Context: an optimization exercise on an open-source flow, tuned for small area, a short achievable clock period and few clock cycles. The choices shown serve that exercise and are no tape-out recipe.
The RTL was checked by simulation tests, not by an equivalence proof against the original design.

==> design.v <==
`timescale 1ns/100ps
`default_nettype none
module M1 (
   input  logic         Clock,
   input  logic         Resetn,
   input  logic         start,
   output logic         done,
   input  logic  [15:0] SRAM_read_data,
   output logic  [17:0] SRAM_address,
   output logic  [15:0] SRAM_write_data,
   output logic         SRAM_we_n
);
localparam [17:0] BASE_U   = 18'd13824;
localparam [17:0] BASE_V   = 18'd20736;
localparam [17:0] BASE_RGB = 18'd220672;
localparam [1:0] S_IDLE = 2'd0, S_FILL = 2'd1, S_RUN = 2'd2;
logic [1:0]  state;
logic [2:0]  ph;         
logic [6:0]  mc;         
logic [13:0] YP;         
logic [12:0] CP;         
logic [15:0] WP;         
logic [7:0]  win [0:19];
logic [7:0]  UB;
logic [7:0]  VBh, VBl;    
logic [7:0]  Yrh, Yrl;    
logic [7:0]  Vp, B0h;
logic [8:0]  ps0, ps1, ps2, ps3, ps4;
logic [9:0]  ps24;
logic [8:0]  fs0, fs1, fs3, fs4;
logic [9:0]  fs24;
logic [12:0] Flo;
logic [9:0]  FhA, FhB, FqA, FqB, Fs;
logic        Fq12;
logic [7:0]  Fc;
m1_rca #(8) u_ps0 (.a(win[1]), .b(win[19]), .ci(1'b0), .s(ps0[7:0]), .co(ps0[8]));
m1_rca #(8) u_ps1 (.a(win[3]), .b(win[17]), .ci(1'b0), .s(ps1[7:0]), .co(ps1[8]));
assign ps2 = {1'b0, win[5]} + {1'b0, win[15]};
m1_rca #(8) u_ps3 (.a(win[7]), .b(win[13]), .ci(1'b0), .s(ps3[7:0]), .co(ps3[8]));
assign ps4 = {1'b0, win[9]} + {1'b0, win[11]};
assign ps24 = {1'b0, ps2} + {1'b0, ps4};
always_ff @(posedge Clock) begin
   fs0 <= ps0;
   fs1 <= ps1;
   fs3 <= ps3;
   fs4 <= ps4;
   fs24 <= ps24;
end
logic [8:0]  nfs0, nfs1, nfs3, nfs4;
logic [9:0]  nfs24;
assign nfs0 = ~fs0;
assign nfs1 = ~fs1;
assign nfs3 = ~fs3;
assign nfs4 = ~fs4;
assign nfs24 = ~fs24;
logic fl1, fl2, fl3, fl4, fl5, fl6, fl7, fl8, fl9, fl10, fl11, fl12, fl13, fl14, fl15, fl16;
logic fl17, fl18, fl19, fl20, fl21, fl22, fl23, fl24, fl25, fl26, fl27, fl28, fl29, fl30, fl31, fl32;
logic fl33, fl34, fl35, fl36, fl37, fl38, fl39, fl40, fl41, fl42, fl43, fl44, fl45, fl46, fl47, fl48;
logic fl49, fl50, fl51, fl52, fl53, fl54, fl55, fl56, fl57, fl58, fl59, fl60, fl61, fl62, fl63, fl64;
logic fl65, fl66, fl67, fl68, fl69, fl70, fl71, fl72, fl73, fl74, fl75, fl76, fl77, fl78, fl79, fl80;
logic fl81, fl82, fl83, fl84, fl85, fl86, fl87, fl88, fl89, fl90, fl91, fl92, fl93, fl94, fl95, fl96;
logic fl97, fl98, fl99, fl100, fl101, fl102, fl103, fl104, fl105, fl106, fl107, fl108, fl109, fl110, fl111, fl112;
logic fl113, fl114, fl115, fl116, fl117, fl118, fl119, fl120, fl121, fl122, fl123, fl124, fl125, fl126, fl127, fl128;
logic fl129, fl130, fl131, fl132, fl133, fl134, fl135, fl136, fl137, fl138, fl139, fl140, fl141, fl142, fl143, fl144;
logic fl145, fl146, fl147, fl148, fl149, fl150, fl151, fl152, fl153, fl154, fl155, fl156, fl157, fl158, fl159, fl160;
logic fl161, fl162, fl163, fl164, fl165, fl166, fl167, fl168, fl169, fl170, fl171, fl172, fl173, fl174, fl175, fl176;
logic fl177, fl178, fl179, fl180, fl181, fl182, fl183, fl184, fl185, fl186, fl187, fl188, fl189, fl190;
m1_ha u_fl1 (.a(fs0[4]), .b(fs0[1]), .s(fl1), .co(fl2));
m1_ha u_fl3 (.a(fs0[5]), .b(fs0[2]), .s(fl3), .co(fl4));
m1_fa u_fl5 (.a(fs0[6]), .b(fs0[3]), .c(nfs1[7]), .s(fl5), .co(fl6));
m1_ha u_fl7 (.a(nfs1[3]), .b(nfs1[2]), .s(fl7), .co(fl8));
m1_fa u_fl9 (.a(fs0[7]), .b(fs0[4]), .c(nfs1[8]), .s(fl9), .co(fl10));
m1_fa u_fl11 (.a(nfs1[4]), .b(nfs1[3]), .c(nfs24[9]), .s(fl11), .co(fl12));
m1_fa u_fl13 (.a(fs0[8]), .b(fs0[5]), .c(nfs1[5]), .s(fl13), .co(fl14));
m1_ha u_fl15 (.a(fs0[6]), .b(nfs1[6]), .s(fl15), .co(fl16));
m1_ha u_fl17 (.a(fs0[7]), .b(nfs1[7]), .s(fl17), .co(fl18));
m1_fa u_fl19 (.a(fs0[3]), .b(fs0[0]), .c(nfs1[4]), .s(fl19), .co(fl20));
m1_ha u_fl21 (.a(nfs1[0]), .b(nfs24[5]), .s(fl21), .co(fl22));
m1_fa u_fl23 (.a(fl1), .b(nfs1[5]), .c(nfs1[1]), .s(fl23), .co(fl24));
m1_fa u_fl25 (.a(nfs1[0]), .b(nfs24[6]), .c(nfs24[3]), .s(fl25), .co(fl26));
m1_ha u_fl27 (.a(fs24[1]), .b(fs3[2]), .s(fl27), .co(fl28));
m1_fa u_fl29 (.a(fl3), .b(nfs1[6]), .c(nfs1[2]), .s(fl29), .co(fl30));
m1_fa u_fl31 (.a(nfs1[1]), .b(nfs24[7]), .c(nfs24[4]), .s(fl31), .co(fl32));
m1_fa u_fl33 (.a(fs24[2]), .b(fs3[3]), .c(fl2), .s(fl33), .co(fl34));
m1_fa u_fl35 (.a(fl5), .b(fl7), .c(nfs24[8]), .s(fl35), .co(fl36));
m1_fa u_fl37 (.a(nfs24[5]), .b(fs24[3]), .c(nfs24[0]), .s(fl37), .co(fl38));
assign fl39 = ~(fs3[4] ^ fl4);
assign fl40 = fs3[4] | fl4;
m1_fa u_fl41 (.a(fl9), .b(fl11), .c(nfs24[6]), .s(fl41), .co(fl42));
m1_fa u_fl43 (.a(fs24[4]), .b(nfs24[1]), .c(fs3[5]), .s(fl43), .co(fl44));
m1_fa u_fl45 (.a(fs3[0]), .b(fl6), .c(fl8), .s(fl45), .co(fl46));
m1_fa u_fl47 (.a(fl13), .b(nfs1[4]), .c(nfs24[7]), .s(fl47), .co(fl48));
m1_fa u_fl49 (.a(fs24[5]), .b(nfs24[2]), .c(fs3[6]), .s(fl49), .co(fl50));
m1_fa u_fl51 (.a(fs3[1]), .b(fl10), .c(fl12), .s(fl51), .co(fl52));
m1_fa u_fl53 (.a(fl15), .b(nfs1[5]), .c(nfs24[8]), .s(fl53), .co(fl54));
m1_fa u_fl55 (.a(fs24[6]), .b(nfs24[3]), .c(fs3[7]), .s(fl55), .co(fl56));
m1_fa u_fl57 (.a(fs3[2]), .b(fs4[0]), .c(fl14), .s(fl57), .co(fl58));
m1_fa u_fl59 (.a(fl17), .b(nfs1[6]), .c(nfs24[9]), .s(fl59), .co(fl60));
m1_fa u_fl61 (.a(fs24[7]), .b(nfs24[4]), .c(fs3[8]), .s(fl61), .co(fl62));
m1_fa u_fl63 (.a(fs3[3]), .b(fs4[1]), .c(fl16), .s(fl63), .co(fl64));
m1_fa u_fl65 (.a(fs0[8]), .b(nfs1[8]), .c(nfs1[7]), .s(fl65), .co(fl66));
m1_fa u_fl67 (.a(fs24[8]), .b(nfs24[5]), .c(fs3[4]), .s(fl67), .co(fl68));
assign fl69 = ~(fs4[2] ^ fl18);
assign fl70 = fs4[2] | fl18;
m1_fa u_fl71 (.a(nfs1[8]), .b(fs24[9]), .c(nfs24[6]), .s(fl71), .co(fl72));
m1_ha u_fl73 (.a(fs0[1]), .b(nfs1[2]), .s(fl73), .co(fl74));
m1_fa u_fl75 (.a(fs0[2]), .b(nfs1[3]), .c(nfs24[4]), .s(fl75), .co(fl76));
m1_fa u_fl77 (.a(fl19), .b(fl21), .c(nfs24[2]), .s(fl77), .co(fl78));
m1_ha u_fl79 (.a(fs24[0]), .b(fs3[1]), .s(fl79), .co(fl80));
m1_fa u_fl81 (.a(fl23), .b(fl25), .c(fl27), .s(fl81), .co(fl82));
assign fl83 = ~(fl20 ^ fl22);
assign fl84 = fl20 | fl22;
m1_fa u_fl85 (.a(fl29), .b(fl31), .c(fl33), .s(fl85), .co(fl86));
m1_fa u_fl87 (.a(fl24), .b(fl26), .c(fl28), .s(fl87), .co(fl88));
m1_fa u_fl89 (.a(fl35), .b(fl37), .c(fl39), .s(fl89), .co(fl90));
m1_fa u_fl91 (.a(fl30), .b(fl32), .c(fl34), .s(fl91), .co(fl92));
m1_fa u_fl93 (.a(fl41), .b(fl43), .c(fl45), .s(fl93), .co(fl94));
m1_fa u_fl95 (.a(fl36), .b(fl38), .c(fl40), .s(fl95), .co(fl96));
m1_fa u_fl97 (.a(fl47), .b(fl49), .c(fl51), .s(fl97), .co(fl98));
m1_fa u_fl99 (.a(fl42), .b(fl44), .c(fl46), .s(fl99), .co(fl100));
m1_fa u_fl101 (.a(fl53), .b(fl55), .c(fl57), .s(fl101), .co(fl102));
m1_fa u_fl103 (.a(fl48), .b(fl50), .c(fl52), .s(fl103), .co(fl104));
m1_fa u_fl105 (.a(fl59), .b(fl61), .c(fl63), .s(fl105), .co(fl106));
m1_fa u_fl107 (.a(fl54), .b(fl56), .c(fl58), .s(fl107), .co(fl108));
m1_fa u_fl109 (.a(fl65), .b(fl67), .c(fl69), .s(fl109), .co(fl110));
m1_fa u_fl111 (.a(fl60), .b(fl62), .c(fl64), .s(fl111), .co(fl112));
m1_fa u_fl113 (.a(fl71), .b(fs3[5]), .c(fs4[3]), .s(fl113), .co(fl114));
m1_fa u_fl115 (.a(fl66), .b(fl68), .c(fl70), .s(fl115), .co(fl116));
m1_fa u_fl117 (.a(nfs24[7]), .b(fs3[6]), .c(fs4[4]), .s(fl117), .co(fl118));
m1_ha u_fl119 (.a(nfs24[8]), .b(fs3[7]), .s(fl119), .co(fl120));
m1_ha u_fl121 (.a(nfs24[9]), .b(fs3[8]), .s(fl121), .co(fl122));
m1_ha u_fl123 (.a(fl73), .b(nfs24[3]), .s(fl123), .co(fl124));
m1_fa u_fl125 (.a(fl75), .b(nfs24[1]), .c(fs3[0]), .s(fl125), .co(fl126));
m1_fa u_fl127 (.a(fl77), .b(fl79), .c(fl76), .s(fl127), .co(fl128));
m1_fa u_fl129 (.a(fl81), .b(fl83), .c(fl78), .s(fl129), .co(fl130));
m1_fa u_fl131 (.a(fl85), .b(fl87), .c(fl82), .s(fl131), .co(fl132));
m1_fa u_fl133 (.a(fl89), .b(fl91), .c(fl86), .s(fl133), .co(fl134));
m1_fa u_fl135 (.a(fl93), .b(fl95), .c(fl90), .s(fl135), .co(fl136));
m1_fa u_fl137 (.a(fl97), .b(fl99), .c(fl94), .s(fl137), .co(fl138));
m1_fa u_fl139 (.a(fl101), .b(fl103), .c(fl98), .s(fl139), .co(fl140));
m1_fa u_fl141 (.a(fl105), .b(fl107), .c(fl102), .s(fl141), .co(fl142));
m1_fa u_fl143 (.a(fl109), .b(fl111), .c(fl106), .s(fl143), .co(fl144));
m1_fa u_fl145 (.a(fl113), .b(fl115), .c(fl110), .s(fl145), .co(fl146));
m1_fa u_fl147 (.a(fl117), .b(fl72), .c(fl114), .s(fl147), .co(fl148));
m1_fa u_fl149 (.a(fl119), .b(fs4[5]), .c(fl118), .s(fl149), .co(fl150));
m1_fa u_fl151 (.a(fl121), .b(fs4[6]), .c(fl120), .s(fl151), .co(fl152));
m1_ha u_fl153 (.a(nfs1[0]), .b(nfs24[1]), .s(fl153), .co(fl154));
m1_fa u_fl155 (.a(fs0[0]), .b(nfs1[1]), .c(nfs24[2]), .s(fl155), .co(fl156));
assign fl157 = ~(fl123 ^ nfs24[0]);
assign fl158 = fl123 | nfs24[0];
m1_fa u_fl159 (.a(fl125), .b(fl74), .c(fl124), .s(fl159), .co(fl160));
assign fl161 = ~(fl127 ^ fl126);
assign fl162 = fl127 | fl126;
m1_fa u_fl163 (.a(fl129), .b(fl80), .c(fl128), .s(fl163), .co(fl164));
m1_fa u_fl165 (.a(fl131), .b(fl84), .c(fl130), .s(fl165), .co(fl166));
m1_fa u_fl167 (.a(fl133), .b(fl88), .c(fl132), .s(fl167), .co(fl168));
m1_fa u_fl169 (.a(fl135), .b(fl92), .c(fl134), .s(fl169), .co(fl170));
m1_fa u_fl171 (.a(fl137), .b(fl96), .c(fl136), .s(fl171), .co(fl172));
m1_fa u_fl173 (.a(fl139), .b(fl100), .c(fl138), .s(fl173), .co(fl174));
m1_fa u_fl175 (.a(fl141), .b(fl104), .c(fl140), .s(fl175), .co(fl176));
m1_fa u_fl177 (.a(fl143), .b(fl108), .c(fl142), .s(fl177), .co(fl178));
m1_fa u_fl179 (.a(fl145), .b(fl112), .c(fl144), .s(fl179), .co(fl180));
m1_fa u_fl181 (.a(fl147), .b(fl116), .c(fl146), .s(fl181), .co(fl182));
assign fl183 = ~(fl149 ^ fl148);
assign fl184 = fl149 | fl148;
assign fl185 = ~(fl151 ^ fl150);
assign fl186 = fl151 | fl150;
m1_fa u_fl187 (.a(fs4[7]), .b(fl122), .c(fl152), .s(fl187), .co(fl188));
assign fl189 = ~fs4[8];
assign fl190 = fs4[8];
assign Flo = {1'b0, {fl173, fl171, fl169, fl167, fl165, fl163, fl161, fl159, fl157, fl155, fl153, nfs24[0]}} + {1'b0, {fl172, fl170, fl168, fl166, fl164, fl162, fl160, fl158, fl156, fl154, 1'b1, 1'b1}};
assign FhA = {1'b1, 1'b1, fl189, fl187, fl185, fl183, fl181, fl179, fl177, fl175};
assign FhB = {1'b0, fl190, fl188, fl186, fl184, fl182, fl180, fl178, fl176, fl174};
always_ff @(posedge Clock) begin
   FqA <= FhA;
   FqB <= FhB;
   Fq12 <= Flo[12];
end
assign Fs = FqA + FqB + {9'd0, Fq12};
assign Fc = Fs[9] ? 8'h00 : Fs[8] ? 8'hFF : Fs[7:0];
logic [7:0]  Yi, Ci, GU, GV;
logic        selB, selR;
logic [15:0] RBlo, Glo;
logic [10:0] RBhA, RBhB, RBqA, RBqB, RBr;
logic [9:0]  GhA, GhB, GqA, GqB, Gr;
logic        RBq15, Gq15;
logic [7:0]  RBc, Gc;
always_ff @(posedge Clock) begin
   case (ph)
      3'd3: begin                       
         Yi <= SRAM_read_data[15:8];
         Ci <= win[9];
         selB <= 1'b1;
      end
      3'd4: begin                       
         Yi <= Yrh;
         Ci <= win[7];
         selB <= 1'b0;
         GU <= win[8];
         GV <= win[7];
      end
      3'd0: begin                       
         Yi <= Yrl;
         Ci <= Vp;
         selB <= 1'b0;
         GU <= Fc;
      end
      default: begin                    
         Yi <= Yrl;
         Ci <= GU;
         selB <= 1'b1;
         GV <= Vp;
      end
   endcase
end
assign selR = ~selB;
logic [7:0]  nYi, CR, nCR, CB, nCB, nGU, nGV;
assign nYi = ~Yi;
assign CR  = Ci & {8{selR}};
assign nCR = ~Ci & {8{selR}};
assign CB  = Ci & {8{selB}};
assign nCB = ~Ci & {8{selB}};
assign nGU = ~GU;
assign nGV = ~GV;
logic px1, px2, px3, px4, px5, px6, px7, px8, px9, px10, px11, px12, px13, px14, px15, px16;
logic px17, px18, px19, px20, px21, px22, px23, px24, px25, px26, px27, px28, px29, px30, px31, px32;
logic px33, px34, px35, px36, px37, px38, px39, px40, px41, px42, px43, px44, px45, px46, px47, px48;
logic px49, px50, px51, px52, px53, px54, px55, px56, px57, px58, px59, px60, px61, px62, px63, px64;
logic px65, px66, px67, px68, px69, px70, px71, px72, px73, px74, px75, px76, px77, px78, px79, px80;
logic px81, px82, px83, px84, px85, px86, px87, px88, px89, px90, px91, px92, px93, px94, px95, px96;
logic px97, px98, px99, px100, px101, px102, px103, px104, px105, px106, px107, px108, px109, px110, px111, px112;
logic px113, px114, px115, px116, px117, px118, px119, px120, px121, px122, px123, px124, px125, px126, px127, px128;
logic px129, px130, px131, px132, px133, px134, px135, px136, px137, px138, px139, px140, px141, px142, px143, px144;
logic px145, px146, px147, px148, px149, px150, px151, px152, px153, px154, px155, px156, px157, px158, px159, px160;
logic px161, px162, px163, px164, px165, px166, px167, px168, px169, px170, px171, px172, px173, px174, px175, px176;
logic px177, px178, px179, px180, px181, px182, px183, px184, px185, px186, px187, px188, px189, px190, px191, px192;
logic px193, px194, px195, px196, px197, px198, px199, px200, px201, px202, px203, px204, px205, px206, px207, px208;
logic px209, px210, px211, px212, px213, px214, px215, px216, px217, px218, px219, px220, px221, px222, px223, px224;
logic px225, px226, px227, px228, px229, px230, px231, px232, px233, px234, px235, px236, px237, px238, px239, px240;
logic px241, px242, px243, px244, px245, px246, px247, px248, px249, px250, px251, px252, px253, px254, px255, px256;
logic px257, px258, px259, px260, px261, px262, px263, px264, px265, px266, px267, px268, px269, px270, px271, px272;
logic px273, px274, px275, px276, px277, px278, px279, px280, px281, px282, px283, px284, px285, px286, px287, px288;
logic px289, px290, px291, px292, px293, px294, px295, px296, px297, px298, px299, px300, px301, px302, px303, px304;
logic px305, px306, px307, px308, px309, px310, px311, px312, px313, px314, px315, px316, px317, px318, px319, px320;
logic px321, px322, px323, px324, px325, px326, px327, px328, px329, px330, px331, px332, px333, px334, px335, px336;
logic px337, px338, px339, px340, px341, px342, px343, px344, px345, px346, px347, px348, px349, px350, px351, px352;
logic px353, px354, px355, px356, px357, px358, px359, px360, px361, px362, px363, px364, px365, px366, px367, px368;
logic px369, px370, px371, px372, px373, px374, px375, px376, px377, px378, px379, px380, px381, px382, px383, px384;
logic px385, px386, px387, px388, px389, px390, px391, px392, px393, px394, px395, px396, px397, px398, px399, px400;
logic px401, px402, px403, px404, px405, px406, px407, px408, px409, px410, px411, px412, px413, px414, px415, px416;
logic px417, px418, px419, px420, px421, px422, px423, px424, px425, px426, px427, px428, px429, px430, px431, px432;
logic px433, px434, px435, px436, px437, px438;
m1_ha u_px1 (.a(nYi[3]), .b(CR[3]), .s(px1), .co(px2));
m1_fa u_px3 (.a(nYi[4]), .b(CR[4]), .c(CR[2]), .s(px3), .co(px4));
m1_fa u_px5 (.a(nYi[5]), .b(Ci[0]), .c(CR[5]), .s(px5), .co(px6));
m1_fa u_px7 (.a(nYi[6]), .b(Ci[1]), .c(CR[6]), .s(px7), .co(px8));
m1_ha u_px9 (.a(CR[4]), .b(CB[7]), .s(px9), .co(px10));
m1_fa u_px11 (.a(nYi[7]), .b(Yi[0]), .c(Ci[2]), .s(px11), .co(px12));
m1_fa u_px13 (.a(CR[7]), .b(CR[5]), .c(nCB[6]), .s(px13), .co(px14));
m1_fa u_px15 (.a(Yi[1]), .b(Ci[3]), .c(CR[6]), .s(px15), .co(px16));
m1_ha u_px17 (.a(nCB[7]), .b(nCB[5]), .s(px17), .co(px18));
m1_fa u_px19 (.a(Yi[2]), .b(Yi[0]), .c(Ci[4]), .s(px19), .co(px20));
m1_fa u_px21 (.a(CR[7]), .b(nCR[0]), .c(nCB[6]), .s(px21), .co(px22));
m1_fa u_px23 (.a(Yi[3]), .b(Yi[1]), .c(Ci[5]), .s(px23), .co(px24));
m1_ha u_px25 (.a(nCR[1]), .b(nCB[7]), .s(px25), .co(px26));
m1_fa u_px27 (.a(Yi[4]), .b(Yi[2]), .c(Yi[0]), .s(px27), .co(px28));
m1_ha u_px29 (.a(Ci[6]), .b(nCR[2]), .s(px29), .co(px30));
m1_fa u_px31 (.a(Yi[5]), .b(Yi[3]), .c(Yi[1]), .s(px31), .co(px32));
m1_ha u_px33 (.a(Ci[7]), .b(nCR[3]), .s(px33), .co(px34));
m1_fa u_px35 (.a(Yi[6]), .b(Yi[4]), .c(Yi[2]), .s(px35), .co(px36));
m1_fa u_px37 (.a(nCR[4]), .b(CR[2]), .c(nCR[0]), .s(px37), .co(px38));
m1_fa u_px39 (.a(Yi[7]), .b(Yi[5]), .c(Yi[3]), .s(px39), .co(px40));
m1_fa u_px41 (.a(Yi[0]), .b(nCR[5]), .c(CR[3]), .s(px41), .co(px42));
m1_ha u_px43 (.a(nCR[1]), .b(CB[6]), .s(px43), .co(px44));
m1_fa u_px45 (.a(Yi[6]), .b(Yi[4]), .c(Yi[1]), .s(px45), .co(px46));
m1_fa u_px47 (.a(Ci[0]), .b(nCR[6]), .c(CR[4]), .s(px47), .co(px48));
assign px49 = ~(nCR[2] ^ CB[7]);
assign px50 = nCR[2] | CB[7];
m1_fa u_px51 (.a(Yi[7]), .b(Yi[5]), .c(Yi[2]), .s(px51), .co(px52));
m1_fa u_px53 (.a(Ci[1]), .b(nCR[7]), .c(CR[5]), .s(px53), .co(px54));
m1_fa u_px55 (.a(Yi[6]), .b(Yi[3]), .c(Ci[2]), .s(px55), .co(px56));
m1_ha u_px57 (.a(Yi[7]), .b(Yi[4]), .s(px57), .co(px58));
m1_ha u_px59 (.a(nYi[1]), .b(CR[1]), .s(px59), .co(px60));
m1_fa u_px61 (.a(nYi[2]), .b(CR[2]), .c(CR[0]), .s(px61), .co(px62));
m1_fa u_px63 (.a(px1), .b(CR[1]), .c(CB[4]), .s(px63), .co(px64));
m1_ha u_px65 (.a(nCB[2]), .b(nCB[0]), .s(px65), .co(px66));
m1_fa u_px67 (.a(px3), .b(CB[5]), .c(nCB[3]), .s(px67), .co(px68));
assign px69 = ~(nCB[1] ^ px2);
assign px70 = nCB[1] | px2;
m1_fa u_px71 (.a(px5), .b(CR[3]), .c(CB[6]), .s(px71), .co(px72));
m1_fa u_px73 (.a(nCB[4]), .b(nCB[2]), .c(px4), .s(px73), .co(px74));
m1_fa u_px75 (.a(px7), .b(px9), .c(nCB[5]), .s(px75), .co(px76));
m1_fa u_px77 (.a(nCB[3]), .b(selB), .c(px6), .s(px77), .co(px78));
m1_fa u_px79 (.a(px11), .b(px13), .c(nCB[4]), .s(px79), .co(px80));
assign px81 = ~(px8 ^ px10);
assign px82 = px8 | px10;
m1_fa u_px83 (.a(px15), .b(px17), .c(CB[0]), .s(px83), .co(px84));
m1_fa u_px85 (.a(selB), .b(px12), .c(px14), .s(px85), .co(px86));
m1_fa u_px87 (.a(px19), .b(px21), .c(CB[1]), .s(px87), .co(px88));
m1_fa u_px89 (.a(selR), .b(px16), .c(px18), .s(px89), .co(px90));
m1_fa u_px91 (.a(px23), .b(px25), .c(CB[2]), .s(px91), .co(px92));
m1_fa u_px93 (.a(selR), .b(px20), .c(px22), .s(px93), .co(px94));
m1_fa u_px95 (.a(px27), .b(px29), .c(CR[0]), .s(px95), .co(px96));
m1_fa u_px97 (.a(CB[3]), .b(px24), .c(px26), .s(px97), .co(px98));
m1_fa u_px99 (.a(px31), .b(px33), .c(CR[1]), .s(px99), .co(px100));
m1_fa u_px101 (.a(CB[4]), .b(px28), .c(px30), .s(px101), .co(px102));
m1_fa u_px103 (.a(px35), .b(px37), .c(CB[5]), .s(px103), .co(px104));
m1_fa u_px105 (.a(selB), .b(px32), .c(px34), .s(px105), .co(px106));
m1_fa u_px107 (.a(px39), .b(px41), .c(px43), .s(px107), .co(px108));
m1_fa u_px109 (.a(selB), .b(px36), .c(px38), .s(px109), .co(px110));
m1_fa u_px111 (.a(px45), .b(px47), .c(px49), .s(px111), .co(px112));
m1_fa u_px113 (.a(px40), .b(px42), .c(px44), .s(px113), .co(px114));
m1_fa u_px115 (.a(px51), .b(px53), .c(nCR[3]), .s(px115), .co(px116));
m1_fa u_px117 (.a(px46), .b(px48), .c(px50), .s(px117), .co(px118));
m1_fa u_px119 (.a(px55), .b(CR[6]), .c(nCR[4]), .s(px119), .co(px120));
assign px121 = ~(px52 ^ px54);
assign px122 = px52 | px54;
m1_fa u_px123 (.a(px57), .b(Ci[3]), .c(CR[7]), .s(px123), .co(px124));
m1_fa u_px125 (.a(nCR[5]), .b(selR), .c(px56), .s(px125), .co(px126));
m1_fa u_px127 (.a(Yi[5]), .b(Ci[4]), .c(nCR[6]), .s(px127), .co(px128));
m1_ha u_px129 (.a(selB), .b(px58), .s(px129), .co(px130));
m1_fa u_px131 (.a(Yi[6]), .b(Ci[5]), .c(nCR[7]), .s(px131), .co(px132));
m1_ha u_px133 (.a(nYi[0]), .b(CR[0]), .s(px133), .co(px134));
m1_fa u_px135 (.a(px59), .b(CB[2]), .c(nCB[0]), .s(px135), .co(px136));
m1_fa u_px137 (.a(px61), .b(CB[3]), .c(nCB[1]), .s(px137), .co(px138));
m1_fa u_px139 (.a(px63), .b(px65), .c(selB), .s(px139), .co(px140));
m1_fa u_px141 (.a(px67), .b(px69), .c(px64), .s(px141), .co(px142));
m1_fa u_px143 (.a(px71), .b(px73), .c(px68), .s(px143), .co(px144));
m1_fa u_px145 (.a(px75), .b(px77), .c(px72), .s(px145), .co(px146));
m1_fa u_px147 (.a(px79), .b(px81), .c(px76), .s(px147), .co(px148));
m1_fa u_px149 (.a(px83), .b(px85), .c(px80), .s(px149), .co(px150));
m1_fa u_px151 (.a(px87), .b(px89), .c(px84), .s(px151), .co(px152));
m1_fa u_px153 (.a(px91), .b(px93), .c(px88), .s(px153), .co(px154));
m1_fa u_px155 (.a(px95), .b(px97), .c(px92), .s(px155), .co(px156));
m1_fa u_px157 (.a(px99), .b(px101), .c(px96), .s(px157), .co(px158));
m1_fa u_px159 (.a(px103), .b(px105), .c(px100), .s(px159), .co(px160));
m1_fa u_px161 (.a(px107), .b(px109), .c(px104), .s(px161), .co(px162));
m1_fa u_px163 (.a(px111), .b(px113), .c(px108), .s(px163), .co(px164));
m1_fa u_px165 (.a(px115), .b(px117), .c(px112), .s(px165), .co(px166));
m1_fa u_px167 (.a(px119), .b(px121), .c(px116), .s(px167), .co(px168));
m1_fa u_px169 (.a(px123), .b(px125), .c(px120), .s(px169), .co(px170));
m1_fa u_px171 (.a(px127), .b(px129), .c(px124), .s(px171), .co(px172));
m1_fa u_px173 (.a(px131), .b(selB), .c(px128), .s(px173), .co(px174));
m1_fa u_px175 (.a(Yi[7]), .b(Ci[6]), .c(px132), .s(px175), .co(px176));
m1_ha u_px177 (.a(px133), .b(CB[1]), .s(px177), .co(px178));
m1_fa u_px179 (.a(px135), .b(selB), .c(px134), .s(px179), .co(px180));
m1_fa u_px181 (.a(px137), .b(px60), .c(px136), .s(px181), .co(px182));
m1_fa u_px183 (.a(px139), .b(px62), .c(px138), .s(px183), .co(px184));
m1_fa u_px185 (.a(px141), .b(px66), .c(px140), .s(px185), .co(px186));
m1_fa u_px187 (.a(px143), .b(px70), .c(px142), .s(px187), .co(px188));
m1_fa u_px189 (.a(px145), .b(px74), .c(px144), .s(px189), .co(px190));
m1_fa u_px191 (.a(px147), .b(px78), .c(px146), .s(px191), .co(px192));
m1_fa u_px193 (.a(px149), .b(px82), .c(px148), .s(px193), .co(px194));
m1_fa u_px195 (.a(px151), .b(px86), .c(px150), .s(px195), .co(px196));
m1_fa u_px197 (.a(px153), .b(px90), .c(px152), .s(px197), .co(px198));
m1_fa u_px199 (.a(px155), .b(px94), .c(px154), .s(px199), .co(px200));
m1_fa u_px201 (.a(px157), .b(px98), .c(px156), .s(px201), .co(px202));
m1_fa u_px203 (.a(px159), .b(px102), .c(px158), .s(px203), .co(px204));
m1_fa u_px205 (.a(px161), .b(px106), .c(px160), .s(px205), .co(px206));
m1_fa u_px207 (.a(px163), .b(px110), .c(px162), .s(px207), .co(px208));
m1_fa u_px209 (.a(px165), .b(px114), .c(px164), .s(px209), .co(px210));
m1_fa u_px211 (.a(px167), .b(px118), .c(px166), .s(px211), .co(px212));
m1_fa u_px213 (.a(px169), .b(px122), .c(px168), .s(px213), .co(px214));
m1_fa u_px215 (.a(px171), .b(px126), .c(px170), .s(px215), .co(px216));
m1_fa u_px217 (.a(px173), .b(px130), .c(px172), .s(px217), .co(px218));
assign px219 = ~(px175 ^ px174);
assign px220 = px175 | px174;
m1_ha u_px221 (.a(Ci[7]), .b(px176), .s(px221), .co(px222));
m1_ha u_px223 (.a(Yi[6]), .b(Yi[4]), .s(px223), .co(px224));
m1_fa u_px225 (.a(Yi[7]), .b(Yi[5]), .c(Yi[3]), .s(px225), .co(px226));
m1_ha u_px227 (.a(Yi[6]), .b(Yi[4]), .s(px227), .co(px228));
m1_ha u_px229 (.a(Yi[7]), .b(Yi[5]), .s(px229), .co(px230));
m1_ha u_px231 (.a(nYi[5]), .b(nGU[6]), .s(px231), .co(px232));
m1_fa u_px233 (.a(nYi[6]), .b(nGU[7]), .c(nGU[5]), .s(px233), .co(px234));
m1_fa u_px235 (.a(nYi[7]), .b(Yi[0]), .c(nGU[6]), .s(px235), .co(px236));
m1_ha u_px237 (.a(Yi[1]), .b(nGU[7]), .s(px237), .co(px238));
m1_ha u_px239 (.a(Yi[2]), .b(Yi[0]), .s(px239), .co(px240));
m1_fa u_px241 (.a(Yi[3]), .b(Yi[1]), .c(nGU[6]), .s(px241), .co(px242));
m1_fa u_px243 (.a(Yi[4]), .b(Yi[2]), .c(Yi[0]), .s(px243), .co(px244));
m1_fa u_px245 (.a(Yi[5]), .b(Yi[3]), .c(Yi[1]), .s(px245), .co(px246));
m1_fa u_px247 (.a(nGU[4]), .b(nGU[1]), .c(nGU[0]), .s(px247), .co(px248));
m1_fa u_px249 (.a(px223), .b(Yi[2]), .c(nGU[5]), .s(px249), .co(px250));
m1_fa u_px251 (.a(nGU[2]), .b(nGU[1]), .c(nGV[3]), .s(px251), .co(px252));
m1_ha u_px253 (.a(nGV[1]), .b(nGV[0]), .s(px253), .co(px254));
m1_fa u_px255 (.a(px225), .b(Yi[0]), .c(nGU[6]), .s(px255), .co(px256));
m1_fa u_px257 (.a(nGU[3]), .b(nGU[2]), .c(nGV[4]), .s(px257), .co(px258));
m1_fa u_px259 (.a(nGV[2]), .b(nGV[1]), .c(px224), .s(px259), .co(px260));
m1_fa u_px261 (.a(px227), .b(Yi[1]), .c(nGU[7]), .s(px261), .co(px262));
m1_fa u_px263 (.a(nGU[4]), .b(nGU[3]), .c(nGV[5]), .s(px263), .co(px264));
m1_fa u_px265 (.a(nGV[3]), .b(nGV[2]), .c(px226), .s(px265), .co(px266));
m1_fa u_px267 (.a(px229), .b(Yi[2]), .c(nGU[5]), .s(px267), .co(px268));
m1_fa u_px269 (.a(nGU[4]), .b(nGV[6]), .c(nGV[4]), .s(px269), .co(px270));
assign px271 = ~(nGV[3] ^ px228);
assign px272 = nGV[3] | px228;
m1_fa u_px273 (.a(Yi[6]), .b(Yi[3]), .c(nGU[6]), .s(px273), .co(px274));
m1_fa u_px275 (.a(nGU[5]), .b(nGV[7]), .c(nGV[5]), .s(px275), .co(px276));
m1_ha u_px277 (.a(nGV[4]), .b(px230), .s(px277), .co(px278));
m1_fa u_px279 (.a(Yi[7]), .b(Yi[4]), .c(nGU[7]), .s(px279), .co(px280));
m1_fa u_px281 (.a(nGU[6]), .b(nGV[6]), .c(nGV[5]), .s(px281), .co(px282));
m1_ha u_px283 (.a(nYi[2]), .b(nGU[3]), .s(px283), .co(px284));
m1_fa u_px285 (.a(nYi[3]), .b(nGU[4]), .c(nGU[2]), .s(px285), .co(px286));
m1_ha u_px287 (.a(nGU[1]), .b(nGV[0]), .s(px287), .co(px288));
m1_fa u_px289 (.a(nYi[4]), .b(nGU[5]), .c(nGU[3]), .s(px289), .co(px290));
m1_fa u_px291 (.a(nGU[2]), .b(nGU[0]), .c(nGV[1]), .s(px291), .co(px292));
m1_fa u_px293 (.a(px231), .b(nGU[4]), .c(nGU[3]), .s(px293), .co(px294));
assign px295 = ~(nGU[1] ^ nGV[2]);
assign px296 = nGU[1] | nGV[2];
m1_fa u_px297 (.a(px233), .b(nGU[4]), .c(nGU[2]), .s(px297), .co(px298));
assign px299 = ~(nGV[3] ^ px232);
assign px300 = nGV[3] | px232;
m1_fa u_px301 (.a(px235), .b(nGU[5]), .c(nGU[3]), .s(px301), .co(px302));
assign px303 = ~(nGV[4] ^ px234);
assign px304 = nGV[4] | px234;
m1_fa u_px305 (.a(px237), .b(nGU[6]), .c(nGU[4]), .s(px305), .co(px306));
m1_fa u_px307 (.a(nGU[0]), .b(nGV[5]), .c(px236), .s(px307), .co(px308));
m1_fa u_px309 (.a(px239), .b(nGU[7]), .c(nGU[5]), .s(px309), .co(px310));
m1_fa u_px311 (.a(nGU[1]), .b(nGV[6]), .c(px238), .s(px311), .co(px312));
m1_fa u_px313 (.a(px241), .b(nGU[2]), .c(nGV[7]), .s(px313), .co(px314));
assign px315 = ~(nGV[0] ^ px240);
assign px316 = nGV[0] | px240;
m1_fa u_px317 (.a(px243), .b(nGU[7]), .c(nGU[3]), .s(px317), .co(px318));
m1_fa u_px319 (.a(nGU[0]), .b(nGV[1]), .c(px242), .s(px319), .co(px320));
m1_fa u_px321 (.a(px245), .b(px247), .c(nGV[2]), .s(px321), .co(px322));
assign px323 = ~(nGV[0] ^ px244);
assign px324 = nGV[0] | px244;
m1_fa u_px325 (.a(px249), .b(px251), .c(px253), .s(px325), .co(px326));
assign px327 = ~(px246 ^ px248);
assign px328 = px246 | px248;
m1_fa u_px329 (.a(px255), .b(px257), .c(px259), .s(px329), .co(px330));
m1_fa u_px331 (.a(px250), .b(px252), .c(px254), .s(px331), .co(px332));
m1_fa u_px333 (.a(px261), .b(px263), .c(px265), .s(px333), .co(px334));
m1_fa u_px335 (.a(px256), .b(px258), .c(px260), .s(px335), .co(px336));
m1_fa u_px337 (.a(px267), .b(px269), .c(px271), .s(px337), .co(px338));
m1_fa u_px339 (.a(px262), .b(px264), .c(px266), .s(px339), .co(px340));
m1_fa u_px341 (.a(px273), .b(px275), .c(px277), .s(px341), .co(px342));
m1_fa u_px343 (.a(px268), .b(px270), .c(px272), .s(px343), .co(px344));
m1_fa u_px345 (.a(px279), .b(px281), .c(px274), .s(px345), .co(px346));
assign px347 = ~(px276 ^ px278);
assign px348 = px276 | px278;
m1_fa u_px349 (.a(Yi[5]), .b(nGU[7]), .c(nGV[7]), .s(px349), .co(px350));
m1_fa u_px351 (.a(nGV[6]), .b(px280), .c(px282), .s(px351), .co(px352));
m1_ha u_px353 (.a(Yi[6]), .b(nGV[7]), .s(px353), .co(px354));
m1_ha u_px355 (.a(nYi[1]), .b(nGU[2]), .s(px355), .co(px356));
m1_fa u_px357 (.a(px283), .b(nGU[1]), .c(nGU[0]), .s(px357), .co(px358));
m1_fa u_px359 (.a(px285), .b(px287), .c(px284), .s(px359), .co(px360));
m1_fa u_px361 (.a(px289), .b(px291), .c(px286), .s(px361), .co(px362));
m1_fa u_px363 (.a(px293), .b(px295), .c(px290), .s(px363), .co(px364));
m1_fa u_px365 (.a(px297), .b(px299), .c(px294), .s(px365), .co(px366));
m1_fa u_px367 (.a(px301), .b(px303), .c(px298), .s(px367), .co(px368));
m1_fa u_px369 (.a(px305), .b(px307), .c(px302), .s(px369), .co(px370));
m1_fa u_px371 (.a(px309), .b(px311), .c(px306), .s(px371), .co(px372));
m1_fa u_px373 (.a(px313), .b(px315), .c(px310), .s(px373), .co(px374));
m1_fa u_px375 (.a(px317), .b(px319), .c(px314), .s(px375), .co(px376));
m1_fa u_px377 (.a(px321), .b(px323), .c(px318), .s(px377), .co(px378));
m1_fa u_px379 (.a(px325), .b(px327), .c(px322), .s(px379), .co(px380));
m1_fa u_px381 (.a(px329), .b(px331), .c(px326), .s(px381), .co(px382));
m1_fa u_px383 (.a(px333), .b(px335), .c(px330), .s(px383), .co(px384));
m1_fa u_px385 (.a(px337), .b(px339), .c(px334), .s(px385), .co(px386));
m1_fa u_px387 (.a(px341), .b(px343), .c(px338), .s(px387), .co(px388));
m1_fa u_px389 (.a(px345), .b(px347), .c(px342), .s(px389), .co(px390));
m1_fa u_px391 (.a(px349), .b(px351), .c(px346), .s(px391), .co(px392));
m1_fa u_px393 (.a(px353), .b(px350), .c(px352), .s(px393), .co(px394));
m1_ha u_px395 (.a(nYi[0]), .b(nGU[1]), .s(px395), .co(px396));
assign px397 = ~(px355 ^ nGU[0]);
assign px398 = px355 | nGU[0];
assign px399 = ~(px357 ^ px356);
assign px400 = px357 | px356;
assign px401 = ~(px359 ^ px358);
assign px402 = px359 | px358;
m1_fa u_px403 (.a(px361), .b(px288), .c(px360), .s(px403), .co(px404));
m1_fa u_px405 (.a(px363), .b(px292), .c(px362), .s(px405), .co(px406));
m1_fa u_px407 (.a(px365), .b(px296), .c(px364), .s(px407), .co(px408));
m1_fa u_px409 (.a(px367), .b(px300), .c(px366), .s(px409), .co(px410));
m1_fa u_px411 (.a(px369), .b(px304), .c(px368), .s(px411), .co(px412));
m1_fa u_px413 (.a(px371), .b(px308), .c(px370), .s(px413), .co(px414));
m1_fa u_px415 (.a(px373), .b(px312), .c(px372), .s(px415), .co(px416));
m1_fa u_px417 (.a(px375), .b(px316), .c(px374), .s(px417), .co(px418));
m1_fa u_px419 (.a(px377), .b(px320), .c(px376), .s(px419), .co(px420));
m1_fa u_px421 (.a(px379), .b(px324), .c(px378), .s(px421), .co(px422));
m1_fa u_px423 (.a(px381), .b(px328), .c(px380), .s(px423), .co(px424));
m1_fa u_px425 (.a(px383), .b(px332), .c(px382), .s(px425), .co(px426));
m1_fa u_px427 (.a(px385), .b(px336), .c(px384), .s(px427), .co(px428));
m1_fa u_px429 (.a(px387), .b(px340), .c(px386), .s(px429), .co(px430));
m1_fa u_px431 (.a(px389), .b(px344), .c(px388), .s(px431), .co(px432));
m1_fa u_px433 (.a(px391), .b(px348), .c(px390), .s(px433), .co(px434));
assign px435 = ~(px393 ^ px392);
assign px436 = px393 | px392;
m1_fa u_px437 (.a(Yi[7]), .b(px354), .c(px394), .s(px437), .co(px438));
assign RBlo = {1'b0, {px203, px201, px199, px197, px195, px193, px191, px189, px187, px185, px183, px181, px179, px177, CB[0]}} + {1'b0, {px202, px200, px198, px196, px194, px192, px190, px188, px186, px184, px182, px180, px178, 1'b1, 1'b0}};
assign RBhA = {1'b1, 1'b1, px221, px219, px217, px215, px213, px211, px209, px207, px205};
assign RBhB = {1'b0, px222, px220, px218, px216, px214, px212, px210, px208, px206, px204};
assign Glo = {1'b0, {px421, px419, px417, px415, px413, px411, px409, px407, px405, px403, px401, px399, px397, px395, nGU[0]}} + {1'b0, {px420, px418, px416, px414, px412, px410, px408, px406, px404, px402, px400, px398, px396, 1'b1, 1'b1}};
assign GhA = {1'b1, 1'b1, px437, px435, px433, px431, px429, px427, px425, px423};
assign GhB = {1'b0, px438, px436, px434, px432, px430, px428, px426, px424, px422};
always_ff @(posedge Clock) begin
   RBqA <= RBhA; RBqB <= RBhB; RBq15 <= RBlo[15];
   GqA <= GhA; GqB <= GhB; Gq15 <= Glo[15];
end
assign RBr = RBqA + RBqB + {10'd0, RBq15};
assign Gr = GqA + GqB + {9'd0, Gq15};
assign RBc = RBr[10] ? 8'h00 : (RBr[9] | RBr[8]) ? 8'hFF : RBr[7:0];
assign Gc = Gr[9] ? 8'h00 : Gr[8] ? 8'hFF : Gr[7:0];
logic run, fill;
logic last_row;
assign run   = (state == S_RUN);
assign fill  = (state == S_FILL);
assign last_row = CP[12] & CP[11] & CP[9] & CP[8];    
logic f_last, f_neg, f_odd, f_ubus, f_uub, f_vbh, f_vbl;
logic [6:0] mc_new, m_new;
logic upd_flags;
assign mc_new = (state == S_FILL) ? 7'd0 : mc + 7'd1;
assign m_new  = mc_new - 7'd1;
assign upd_flags = (state == S_FILL) || (state == S_RUN && ph == 3'd4);
always_ff @(posedge Clock) begin
   if (upd_flags) begin
      f_last <= (mc_new == 7'd96);
      f_neg  <= (mc_new == 7'd0);
      f_odd  <= ~mc_new[0];
      f_ubus <= mc_new[0] && mc_new != 7'd0 && m_new <= 7'd88;
      f_uub  <= ~mc_new[0] && (mc_new == 7'd0 || m_new <= 7'd89);
      f_vbh  <= ~mc_new[0] && (mc_new == 7'd0 || m_new <= 7'd87);
      f_vbl  <= mc_new[0] && mc_new != 7'd0 && m_new <= 7'd88;
   end
end
localparam [2:0] SH_NONE = 3'd0, SH_BUS = 3'd1, SH_VBH = 3'd2, SH_VBL = 3'd3,
                 SH_UB = 3'd4, SH_CLAMP = 3'd5;
logic [2:0] sh;
logic ub_ld, vb_ld, y_ld, vp_ld;
always_comb begin
   sh = SH_NONE;
   ub_ld = 1'b0; vb_ld = 1'b0; y_ld = 1'b0; vp_ld = 1'b0;
   if (run) begin
      case (ph)
         3'd0: if (f_neg) begin sh = SH_BUS; ub_ld = 1'b1; end   
         3'd1: if (f_neg) sh = SH_VBL;                       
         3'd2: begin
            if (f_last) begin                    
               sh = SH_BUS; vb_ld = 1'b1;
            end else if (f_ubus) begin
               sh = SH_BUS; ub_ld = 1'b1;
            end else if (f_uub) begin
               sh = SH_UB;
            end else
               sh = SH_CLAMP;
            if (f_vbh) vb_ld = 1'b1;
         end
         3'd3: begin
            y_ld = 1'b1;
            if (f_last) begin                    
               sh = SH_BUS; ub_ld = 1'b1;
            end else if (f_vbh)
               sh = SH_VBH;
            else if (f_vbl)
               sh = SH_VBL;
            else
               sh = SH_CLAMP;
         end
         default: begin  
            vp_ld = 1'b1;
            if (f_last) sh = SH_CLAMP;           
         end
      endcase
   end else if (fill) begin
      case (mc[4:0])
         5'd2:  begin sh = SH_BUS; vb_ld = 1'b1; end    
         5'd3:  begin sh = SH_BUS; ub_ld = 1'b1; end    
         5'd12: sh = SH_VBL;                            
         5'd13: sh = SH_UB;                             
         5'd14: begin sh = SH_BUS; vb_ld = 1'b1; end    
         5'd15: begin sh = SH_BUS; ub_ld = 1'b1; end    
         5'd16: sh = SH_VBL;                            
         5'd17: sh = SH_UB;                             
         5'd18: begin sh = SH_BUS; vb_ld = 1'b1; end    
         default: if (mc >= 7'd4) sh = SH_CLAMP;
      endcase
   end
end
logic [7:0] sh_in;
always_comb begin
   case (sh)
      SH_BUS:  sh_in = SRAM_read_data[15:8];
      SH_VBH:  sh_in = VBh;
      SH_VBL:  sh_in = VBl;
      SH_UB:   sh_in = UB;
      default: sh_in = win[18];
   endcase
end
always_ff @(posedge Clock) begin
   if (sh != SH_NONE) begin
      for (int i = 0; i < 19; i++) win[i] <= win[i+1];
      win[19] <= sh_in;
   end
   if (ub_ld) UB <= SRAM_read_data[7:0];
   VBh <= SRAM_read_data[15:8];
   Yrh <= SRAM_read_data[15:8];
   if (vb_ld) VBl <= SRAM_read_data[7:0];
   if (y_ld)  Yrl <= SRAM_read_data[7:0];
   if (vp_ld) Vp <= Fc;
   if (ph == 3'd0) B0h <= RBc;
   case (ph)
      3'd1:    SRAM_write_data <= {RBc, Gc};     
      3'd2:    SRAM_write_data <= {B0h, RBc};    
      default: SRAM_write_data <= {Gc, RBc};     
   endcase
end
logic we_q;
assign SRAM_we_n = ~we_q;
always_ff @(posedge Clock or negedge Resetn) begin
   if (~Resetn) begin
      state <= S_IDLE;
      done <= 1'b0;
      we_q <= 1'b0;
   end else begin
      we_q <= 1'b0;
      case (state)
         S_IDLE: if (start) begin
            done <= 1'b0;
            state <= S_FILL;
         end
         S_FILL: if (mc == 7'd18) state <= S_RUN;
         default: begin  
            if ((ph == 3'd1 || ph == 3'd2 || ph == 3'd3) && !f_neg) we_q <= 1'b1;
            if (ph == 3'd4 && f_last) begin
               if (last_row) begin
                  state <= S_IDLE;
                  done <= 1'b1;
               end else
                  state <= S_FILL;
            end
         end
      endcase
   end
end
always_ff @(posedge Clock) begin
   SRAM_address <= {2'b11, WP};        
   case (state)
      S_IDLE: begin
         if (start) begin
            mc <= 7'd0;
            YP <= 14'd0;
            CP <= 13'd0;
            WP <= BASE_RGB[15:0];
            SRAM_address <= BASE_V;               
         end
      end
      S_FILL: begin
         mc <= (mc == 7'd18) ? 7'd0 : mc + 7'd1;
         case (mc[4:0])
            5'd0:  begin SRAM_address <= BASE_U + CP; CP <= CP + 13'd1; end
            5'd11: SRAM_address <= BASE_V + CP;
            5'd12: begin SRAM_address <= BASE_U + CP; CP <= CP + 13'd1; end
            5'd15: SRAM_address <= BASE_V + CP;
            5'd16: begin SRAM_address <= BASE_U + CP; CP <= CP + 13'd1; end
            5'd18: SRAM_address <= BASE_V + CP;   
            default: ;
         endcase
         ph <= 3'd0;
      end
      default: begin  
         ph <= (ph == 3'd4) ? 3'd0 : ph + 3'd1;
         case (ph)
            3'd0: begin
               if (!f_last) begin
                  SRAM_address <= {4'd0, YP};
                  YP <= YP + 14'd1;
               end else if (!last_row) begin
                  SRAM_address <= BASE_U + CP;
                  CP <= CP + 13'd1;
               end
            end
            3'd1, 3'd2, 3'd3: begin
               if (!f_neg) begin
                  SRAM_address <= {2'b11, WP};
                  WP <= WP + 16'd1;
               end
            end
            default: begin  
               if (f_last) begin
                  mc <= 7'd5;
               end else begin
                  mc <= mc + 7'd1;
                  if (mc == 7'd95) begin
                     if (!last_row) SRAM_address <= BASE_V + CP;    
                  end else if (mc[0] && mc <= 7'd87) begin
                     SRAM_address <= BASE_V + CP;                   
                  end else if (!mc[0] && mc <= 7'd88) begin
                     SRAM_address <= BASE_U + CP;                   
                     CP <= CP + 13'd1;
                  end
               end
            end
         endcase
      end
   endcase
end
endmodule
module m1_rca #(parameter int N = 8) (
   input  logic [N-1:0] a,
   input  logic [N-1:0] b,
   input  logic         ci,
   output logic [N-1:0] s,
   output logic         co
);
logic [N:0] c;
assign c[0] = ci;
for (genvar i = 0; i < N; i++) begin : g_bit
   m1_fa u_fa (.a(a[i]), .b(b[i]), .c(c[i]), .s(s[i]), .co(c[i+1]));
end
assign co = c[N];
endmodule
module m1_fa (input logic a, input logic b, input logic c, output logic s, output logic co);
assign s = a ^ b ^ c;
assign co = (a & b) | (c & (a ^ b));
endmodule
module m1_ha (input logic a, input logic b, output logic s, output logic co);
assign s = a ^ b;
assign co = a & b;
endmodule
==> flow/run.sh <==
#!/bin/bash
set -euo pipefail
bash standard.sh SETUP_SLACK_MARGIN=10 finish > standard_make.log 2>&1
==> standard.sh <==
#!/bin/bash
# synth_recipe.tcl (not shown) runs the flow's synth.tcl, then flattens the netlist and writes it again
# the make line also repeats each setting of config.mk as NAME=value (left out here)
make -C /OpenROAD-flow-scripts/flow DESIGN_CONFIG=/design/flow/config.mk WORK_HOME=/design/flow/orfs CLKGATE_MAP_FILE= SYNTH_SCRIPT=/design/flow/synth_recipe.tcl "${@:-finish}"
==> config.mk <==
export PLATFORM = sky130hd
export DESIGN_NAME = M1
export DESIGN_NICKNAME = M1
export VERILOG_FILES = /design/flow/design.v
export SDC_FILE = /design/flow/constraint.sdc
export NUM_CORES = 4
export LEC_CHECK = 0
export ABC_CLOCK_PERIOD_IN_PS = 4000
export CAP_MARGIN = 20
export CORE_MARGIN = 2
export CORE_UTILIZATION = 65
export CTS_CLUSTER_DIAMETER = 60
export CTS_CLUSTER_SIZE = 25
export SETUP_SLACK_MARGIN = 5
export SLEW_MARGIN = 20
export SYNTH_HIERARCHICAL = 1
==> constraint.sdc <==
create_clock -name core_clock -period 14.0 [get_ports {Clock}]
set_input_delay 2.8000 -clock core_clock [delete_from_list [all_inputs] [get_ports {Clock}]]
set_output_delay 2.8000 -clock core_clock [all_outputs]
set_load 0.01 [all_outputs]
==> results of run 1 <==
## flip-flops by register name (all words and copies together) (netlist names), 10 cells and up
register and cells:
fs24 10, WP 16, RBqB 10, SRAM_address 17, win 152, CP 13, YP 14, SRAM_write_data 16
## repair_timing
item                                    4_1_cts  5_1_grt
pin swaps                                     1        5
setup buffers                                 2       43
gates cloned                                  1        0
endpoints found under the hold margin         0        0
endpoints found under the setup margin      214      189
resized for setup                           141       33
## metal layers
metal,vias up,wire length (um)
met5,-,12
met4,2,1910
met3,134,4570
met2,627,27400
met1,8125,25000
li1,7375,-
## per-module statistics from Yosys (local to each module, per instance), excerpt
module	copies in the design	cells
m1_fa	273	1
m1_ha	40	1
M1	1	1762
## logic make-up (layout without fill, tap and decap cells)
kind of cell / count (synthesis) / after routing / synth area share, %
buf+inv: 281 / 388 / 4.32
fa+ha+maj: 447 / 447 / 30.2
xor+xnor: 70 / 70 / 2.41
simple gates: 477 / 478 / 8.96
mux: 26 / 26 / 1.05
other cells: 1 / 3 / 0.0146
compound gates: 343 / 343 / 9.19
flops: 430 / 430 / 43.9
## area by class of cell
class                      instances  area (um^2)
timing repair buffer             111          912
clock buffer                      34          808
sequential                       430        11300
multi-input combinational       1367        13400
fill                            2604        10500
tap                              518          648
clock inverter                    24          337
inverter                         219          850
## stage by stage
stage / cell area, um^2 / hold WS [ns] / cells
5_1_grt: 28300 / 0.370 / 2703
4_1_cts: 27900 / 0.357 / 2660
3_3_place_gp: 26700 / 0.339 / 2599
3_5_place_dp: 26700 / 0.340 / 2599
6_report: 28300 / 0.358 / 2703
2_1_floorplan: 25700 / 0.331 / 2077
## final timing paths
path	start	end	cells past startpoint
max reg2reg	selB	RBq15	11
max	SRAM_address[4]	SRAM_address[4]	1
max in group asynchronous	Resetn	state[0]	1
min	fs4[8]	FqB[8]	0
min in group asynchronous	Resetn	we_q	1
min reg2reg	fs4[8]	FqB[8]	0
## cells in the final DEF, fill, tap and decap left out, types with 24 or more instances in the layout
cell and instances:
nand3_1 44, fa_1 288, inv_1 202, buf_4 56
dfxtp_2 24, a21oi_1 60, nor3_1 28, dfxtp_1 131
nor2_1 142, xor2_1 31, o21ai_0 74, edfxtp_1 266
nand2_1 111, clkbuf_16 32, ha_1 157, a21o_1 28
and2_1 29, xnor2_1 38
==> run summary, run 1 <==
layout cells sized above 1 approximately 10%; DRT iter0 DRCs 1450; drt total wl 58900 um; met2 Use GR 46.3%; largest net degree at the start of global routing 77; clock-pin slew of the registers on the worst-case setup and hold paths 0.09 ns; CTS tree built; GPL Wtd Cong 0.930; Layout area overhead 10.1%; Finished Core Util 73.0%; status timing/DRC/antenna clean; worst-margin pin slew 1.00 ns; EDFF count, synth between 200 and 300; final setup violation count 0; worst-path fanout max 1; diode count 0; routed len/inst 21.8 um; netlist area before placement 25700 um^2; Crit path buffers/inverters 1; YS warnings 9; synth cell count leaders fa_1 (289), edfxtp_1 (266), inv_1 (213); Die X between 200 and 250 um; DP Worst Slack 8.95 ns; Min-Delay Path Class flip-flop to flip-flop; CTS Buffer Depth 3; relative slew slack between 30% and 40%; vias after detailed routing about 16k; RSZ-0062 raised after global routing yes; Min Clock Period, post-route 3.97 ns; dpl hpwl 44500 um; crit path cell chain clkdlybuf4s15_2; top area cells in the synthesized netlist edfxtp_1 (31%), fa_1 (22%), dfxtp_1 (12%); Tcrit/Tclk final 28.3%; Main synth FF type edfxtp_1; Yosys cell types 84; CP endpoint kind output port; Critical Path Start Type flip-flop; met3 usage in global routing 5.81%; WP data required 11.20 ns; most common cell in the synthesized netlist fa_1; first-pass GRT wire length between 90000 and 100000 um; area of the core around 39000 um^2; final hold viol count 0; vias in the first global route 16.7k; final worst slack 10.03 ns; Max Freq 252 MHz; GR Util All Layers 29.0%; initial antenna violation count 1; GRT met1 Usage roughly 41%; Die Span Y between 200 and 250 um; cell family with most CP delay flip-flops; WS Path Type flip-flop to output port; TritonCTS buffer count 31; share of the synthesized area in the top cell type between 30% and 40%; max cap viols 0; ys async rst share less than 1%; Final TNS setup 0 ns; I/O Pins 55; GR peak layer met2; Post-Syn Area per Cell 12.4 um^2; CTS sink count between 400 and 500; hold buffer count at cts 0; CP arrival 1.17 ns; total grt overflow 0; Post-Route Skew 0.0173 ns; Worst path max stage delay 0.33 ns; Slowest cell on crit path dfxtp_1; first drt pass iteration count 6; Root Buffer clkbuf_16; number of I/O port buffers 54; Final Net Count roughly 2.6k; Pins Over Slew Limit 0; Routed Antenna Nets 0; Initial Util 66.3%; Synth Register Bits 430; r2r setup slk 10.04 ns; cell taking the most area after synthesis edfxtp_1; drc violations 0; sequential cell area fraction in the yosys report 43.9%; row cnt 72; Syn Inst Count 2075; worst skew pair latency approximately 0.62 ns; vias per inst 6.02; die footprint 41200 um^2; CTS HTree Levels 1
Testbench counts, summed over its fixed seeds: cycles 431,172.
==> inputs of run 2 (changes only) <==
--- a/config.mk
+++ b/config.mk
@@ -16 +16,2 @@
 export SYNTH_HIERARCHICAL = 1
+export TNS_END_PERCENT = 50
==> run 2 against run 1 <==
  * Synthesized area unchanged
  * Critical path depth unchanged
  * Final cell count decreased by 0.15%
  * Flip-flop and latch count unchanged
  * Utilization increased by 0.15 points
  * Via count decreased by 0.12%
  * Design area increased by 0.21%
==> run summary, run 2 <==
status timing/DRC/antenna clean; Main synth FF type edfxtp_1; RSZ-0062 raised after global routing yes; most common cell in the synthesized netlist fa_1; GR peak layer met2; Layout area overhead 10.3%; GRT met1 Usage 42.6%; Post-Syn Area per Cell 12.4 um^2; Min Clock Period, post-route 3.98 ns; most common cell after layout, fill and taps aside fa_1; Finished Layout Cells 2699; relative slew slack approximately 34%; top area cells in the synthesized netlist edfxtp_1 (31%), fa_1 (22%), dfxtp_1 (12%); Post-Route Skew between 0.03 and 0.04 ns; cell taking the most area after synthesis edfxtp_1; area of the core 38800 um^2; sequential cell area fraction in the yosys report 43.9%; Critical Path Start Type flip-flop; cell family with most CP delay flip-flops; die footprint about 41000 um^2; max cap viols 0; layout cells sized above 1 10.0%; YS warnings 9; netlist area before placement 25700 um^2; Final TNS setup 0 ns; met3 usage in global routing 3.96%; TritonCTS buffer count 31; EDFF count, synth 266; DRT iter0 DRCs 1587; drt total wl 58500 um; Slowest cell on crit path dfxtp_2; DP Worst Slack between 9 and 10 ns; CP endpoint kind output port; final setup violation count 0; hold buffer count at cts 0; Pins Over Slew Limit 0; Worst path max stage delay 0.34 ns; dpl hpwl 44400 um; largest net degree at the start of global routing 77; Die X 203 um; diode count 0; Min-Delay Path Class flip-flop to flip-flop; Crit path buffers/inverters 1; vias per inst between 6 and 7; GR Util All Layers between 20% and 30%; worst-path fanout max 1; Final Net Count roughly 2.6k; Syn Inst Count 2075; CTS HTree Levels 1; final worst slack 10.02 ns; Max Freq approximately 250 MHz; synth cell count leaders fa_1 (289), edfxtp_1 (266), inv_1 (213); ys async rst share 0.930%; I/O Pins 55; WS Path Type flip-flop to output port; share of the synthesized area in the top cell type 31.0%; vias after detailed routing between 15k and 20k; CTS Buffer Depth 3; Synth Register Bits 430; leading cell types in the layout, fill and taps excluded fa_1 (285), edfxtp_1 (266), inv_1 (204); first-pass GRT wire length 91500 um; vias in the first global route between 15k and 20k; max reg flops 152; Yosys cell types 84; number of I/O port buffers 54; met2 Use GR 46.3%; CP arrival 1.18 ns; WP data required 11.20 ns; Routed Antenna Nets 0; first drt pass iteration count 6; GPL Wtd Cong just under 1; Biggest register win; Die Span Y 203 um; Placed Cells 2601; Tcrit/Tclk final around 28%; initial antenna violation count 2; Initial Util 66.3%; final hold viol count 0; worst-margin pin slew a little under 1 ns; worst skew pair latency ~0.63 ns; row cnt 72; crit path cell chain clkdlybuf4s15_2; drc violations 0; CTS sink count 430; Root Buffer clkbuf_16; routed len/inst 21.7 um; total grt overflow 0; CTS tree built; clock-pin slew of the registers on the worst-case setup and hold paths 0.09 ns; biggest regs win: 152 flops, SRAM_address: 17 flops
-- run 2: metrics by stage --
stage | cell area (um^2) | utilization, % | hold WS, ns
CTS | 28000 | 72.1 | 0.380
finish | 28400 | 73.1 | 0.384
floorplan | 25700 | - | 0.331
global placement | 26800 | 68.9 | 0.339
global route | 28400 | 73.1 | 0.400
detailed placement | 26800 | 68.9 | 0.349
-- run 2: kinds of logic after synthesis --
logic type	synth area share, %
simple gates	8.96
flops	43.9
xor+xnor	2.41
fa+ha+maj	30.2
compound gates	9.19
buf+inv	4.32
other cells	0.0146
mux	1.05
-- run 2: routing by layer --
layer | vias up | routed length (um)
met4 | 2 | 1640
met5 | - | 13
met2 | 658 | 27500
li1 | 7356 | -
met1 | 8125 | 25500
met3 | 102 | 3880
-- run 2: repair_timing --
| item | 4_1_cts | 5_1_grt |
|---|---|---|
| resized for setup | 143 | 37 |
| pin swaps | 1 | 2 |
| gates cloned | 1 | 1 |
| buffers inserted | 2 | 36 |
| endpoints found under the setup margin | 201 | 159 |
-- run 2: final cells by class --
cell class,count,area (um^2)
well taps,518,648
multi-input cells,1367,13500
fillers,2599,10400
clock inverters,25,395
repair buffers,107,920
inverters,219,853
flip-flops and latches,430,11300
clock buffers,33,783
-- run 2: path summary, 6_finish.rpt --
kind	startpoint	to	slack, ns	cells past startpoint
min	fs4[8]	FqB[8]	0.38	0
min reg2reg	fs4[8]	FqB[8]	0.38	0
min in group asynchronous	Resetn	we_q	2.39	1
max	SRAM_address[5]	SRAM_address[5]	10.02	1
max reg2reg	fs1[7]	Fq12	10.03	10
max in group asynchronous	Resetn	state[1]	11.43	1
-- run 2: Yosys stat by module, one instance, submodules excluded, a selection --
| module | cells inside | flip-flops and latches | area, um^2 |
|---|---|---|---|
| M1 | 1762 | 430 | 19800 |
| m1_fa | 1 | 0 | 20.0 |
| m1_ha | 1 | 0 | 12.5 |
==> inputs of run 3 (changes only) <==
==> flow/run.sh (replaced) <==
#!/bin/bash
set -euo pipefail
bash standard.sh SETUP_SLACK_MARGIN=10.15 finish > standard_make.log 2>&1
--- a/config.mk
+++ b/config.mk
@@ -16,2 +16 @@
 export SYNTH_HIERARCHICAL = 1
-export TNS_END_PERCENT = 50
==> run 3 against run 2 <==
  * Via count fell by 0.57%
  * Routed wire length rose by 0.25%
  * Worst hold slack got worse by 0.025 ns
  * Final cell count fell by 0.19%
==> run summary, run 3 <==
Die Span Y roughly 200 um; WS Path Type flip-flop to output port; fillers approximately 2.6k; GPL Wtd Cong 0.935; vias per inst 5.99; vias after detailed routing 16.2k; crit path cell chain inv_1, buf_2; XOR/XNOR share of the synthesized area 2.41%; synth cell count leaders fa_1 (289), edfxtp_1 (266), inv_1 (213); Synth Register Bits 430; TritonCTS buffer count 31; Post-Syn Area per Cell between 10 and 15 um^2; share of the synthesized area in the top cell type between 30% and 40%; drt total wl 58600 um; Final Net Count 2614; status timing/DRC/antenna clean; ys async rst share less than 1%; clock-pin slew of the registers on the worst-case setup and hold paths ~0.090 ns; Critical Path Start Type flip-flop; Post-Route Skew 0.0528 ns; final hold viol count 0; vias in the first global route 16.4k; Synth Area in Adders 30.2%; row cnt 72; Initial Util 66.3%; Compound-Gate Fraction of Synth Area 9.19%; worst-path fanout max 1; DRT iter0 DRCs 1458; leading cell types in the layout, fill and taps excluded fa_1 (277), edfxtp_1 (266), inv_1 (201); WP data required 11.20 ns; Tcrit/Tclk final 28.7%; max cap viols 0; RSZ-0062 raised after global routing yes; biggest regs win: 152 flops, SRAM_address: 17 flops; Root Buffer clkbuf_16; final setup violation count 0; drc violations 0; Yosys cell types 84; CP endpoint kind output port; Slowest cell on crit path dfrtp_1; largest net degree at the start of global routing a little under 80; CP arrival between 1 and 1.5 ns; proportion of synthesized area in mux cells 1.05%; cell taking the most area after synthesis edfxtp_1; first drt pass iteration count 5; top area cells in the synthesized netlist edfxtp_1 (31%), fa_1 (22%), dfxtp_1 (12%); worst skew pair latency about 0.63 ns; max reg flops between 150 and 200; total grt overflow 0; CTS HTree Levels 1; netlist area before placement 25700 um^2; Min-Delay Path Class flip-flop to flip-flop; most common cell after layout, fill and taps aside fa_1; area of the core just under 40000 um^2; dpl hpwl 44500 um; GR Util All Layers 28.9%; Main synth FF type edfxtp_1; Min Clock Period, post-route 4.02 ns; FF-to-FF Start selB; Die X roughly 200 um; worst-margin pin slew 1.05 ns; relative slew slack between 30% and 40%; register area 11400 um^2; EDFF count, synth roughly 270; routed len/inst ~22 um; Pins Over Slew Limit 0
-- run 3: modules after synthesis, one instance, submodules excluded, excerpt --
module	flops+latches	cell area, um^2	cells	copies in the design
M1	430	19800	1762	1
m1_ha	0	12.5	1	40
m1_fa	0	20.0	1	273
-- run 3: worst max-delay path, delay by kind of cell, from the launching register on --
kind	cells	cell delay, ns
buf+inv	2	0.21
flops	1	0.42
-- run 3: timing repair --
item / 4_1_cts / 5_1_grt
resized for setup: 226 / 47
setup endpoints to repair: 228 / 189
pin swaps: 6 / 22
setup buffers: 11 / 23
cloned: 1 / 1
-- run 3: area by class of cell --
type,count,share of cell area (%)
flip-flops and latches,430,40.2
clock buffers,38,3.01
inverters,219,3.01
repair buffers,98,2.95
well taps,518,2.29
clock inverters,20,0.874
multi-input cells,1368,47.7
diodes,3,0.0265
-- run 3: worst paths after layout --
check	to	slack [ns]	depth (start not counted)
setup / recovery	SRAM_we_n	9.98	2
hold / removal	FqB[8]	0.36	0
setup reg to reg	RBq15	10.10	11
hold reg to reg	FqB[8]	0.36	0
max in group asynchronous	we_q	11.43	1
min in group asynchronous	done	2.40	1
-- run 3: stage by stage --
step,std cells,utilization [%],cell area (um^2),setup WS (ns)
final,2694,73.0,28300,9.98
after global routing,2691,73.0,28300,9.97
after CTS,2667,72.1,28000,9.94
after detailed placement,2597,68.9,26700,9.30
after global placement,2597,68.9,26700,9.37
after floorplan,2077,-,25800,10.16
-- run 3: cells by family after synthesis --
logic type,count (synthesis)
other,1
AOI/OAI and AO/OA,343
and+or+nand+nor,477
muxes,26
DFF,430
adders and majority gates,447
xor gates and xnor gates,70
buffers and inverters,281
-- run 3: layer usage --
layer / wire length (um) / GRT usage (%) / share of wire (%) / vias up
met1: 25400 / 41.0 / 43 / 8107
met3: 4110 / 5.07 / 7.0 / 109
met5: 0 / 0 / 0 / -
met2: 27400 / 46.0 / 47 / 588
met4: 1800 / 9.33 / 3.1 / 0
li1: - / - / - / 7346

port drivers added, routing unchanged:
The results above use ideal ports. As a check the final layouts listed here were re-extracted and re-timed, cells and wires unchanged.
Step 1, drivers: a clkbuf_16 drives Clock and a buf_2 each remaining input, both assumed.
Step 2 times the ports against the registers' clock, not the clock port: input delays grow and output delays shrink by t, the midpoint of the rising clock arrivals with the driver on.
Slacks: ideal ports / drivers / drivers and shift; pairs: ideal ports / drivers.
| run | t (ns) | slack for setup (ns) | worst setup path after step 2 | worst register clock-pin slew, ns | worst slew at a driven data input, ns |
|---|---|---|---|---|---|
| run 1 | 0.674 | 10.032 / 9.974 / 9.671 | input to register | 0.09 / 0.09 | 0.04 |
| run 2 | 0.666 | 10.018 / 9.964 / 9.675 | input to register | 0.09 / 0.09 | 0.04 |
| run 3 | 0.654 | 9.979 / 9.925 / 9.653 | input to register | 0.09 / 0.09 | 0.04 |
After both steps setup and hold are still met in every run listed. For run 1, which loses most, drivers alone change the setup slack by -0.058 ns; drivers and shift together by -0.361 ns.
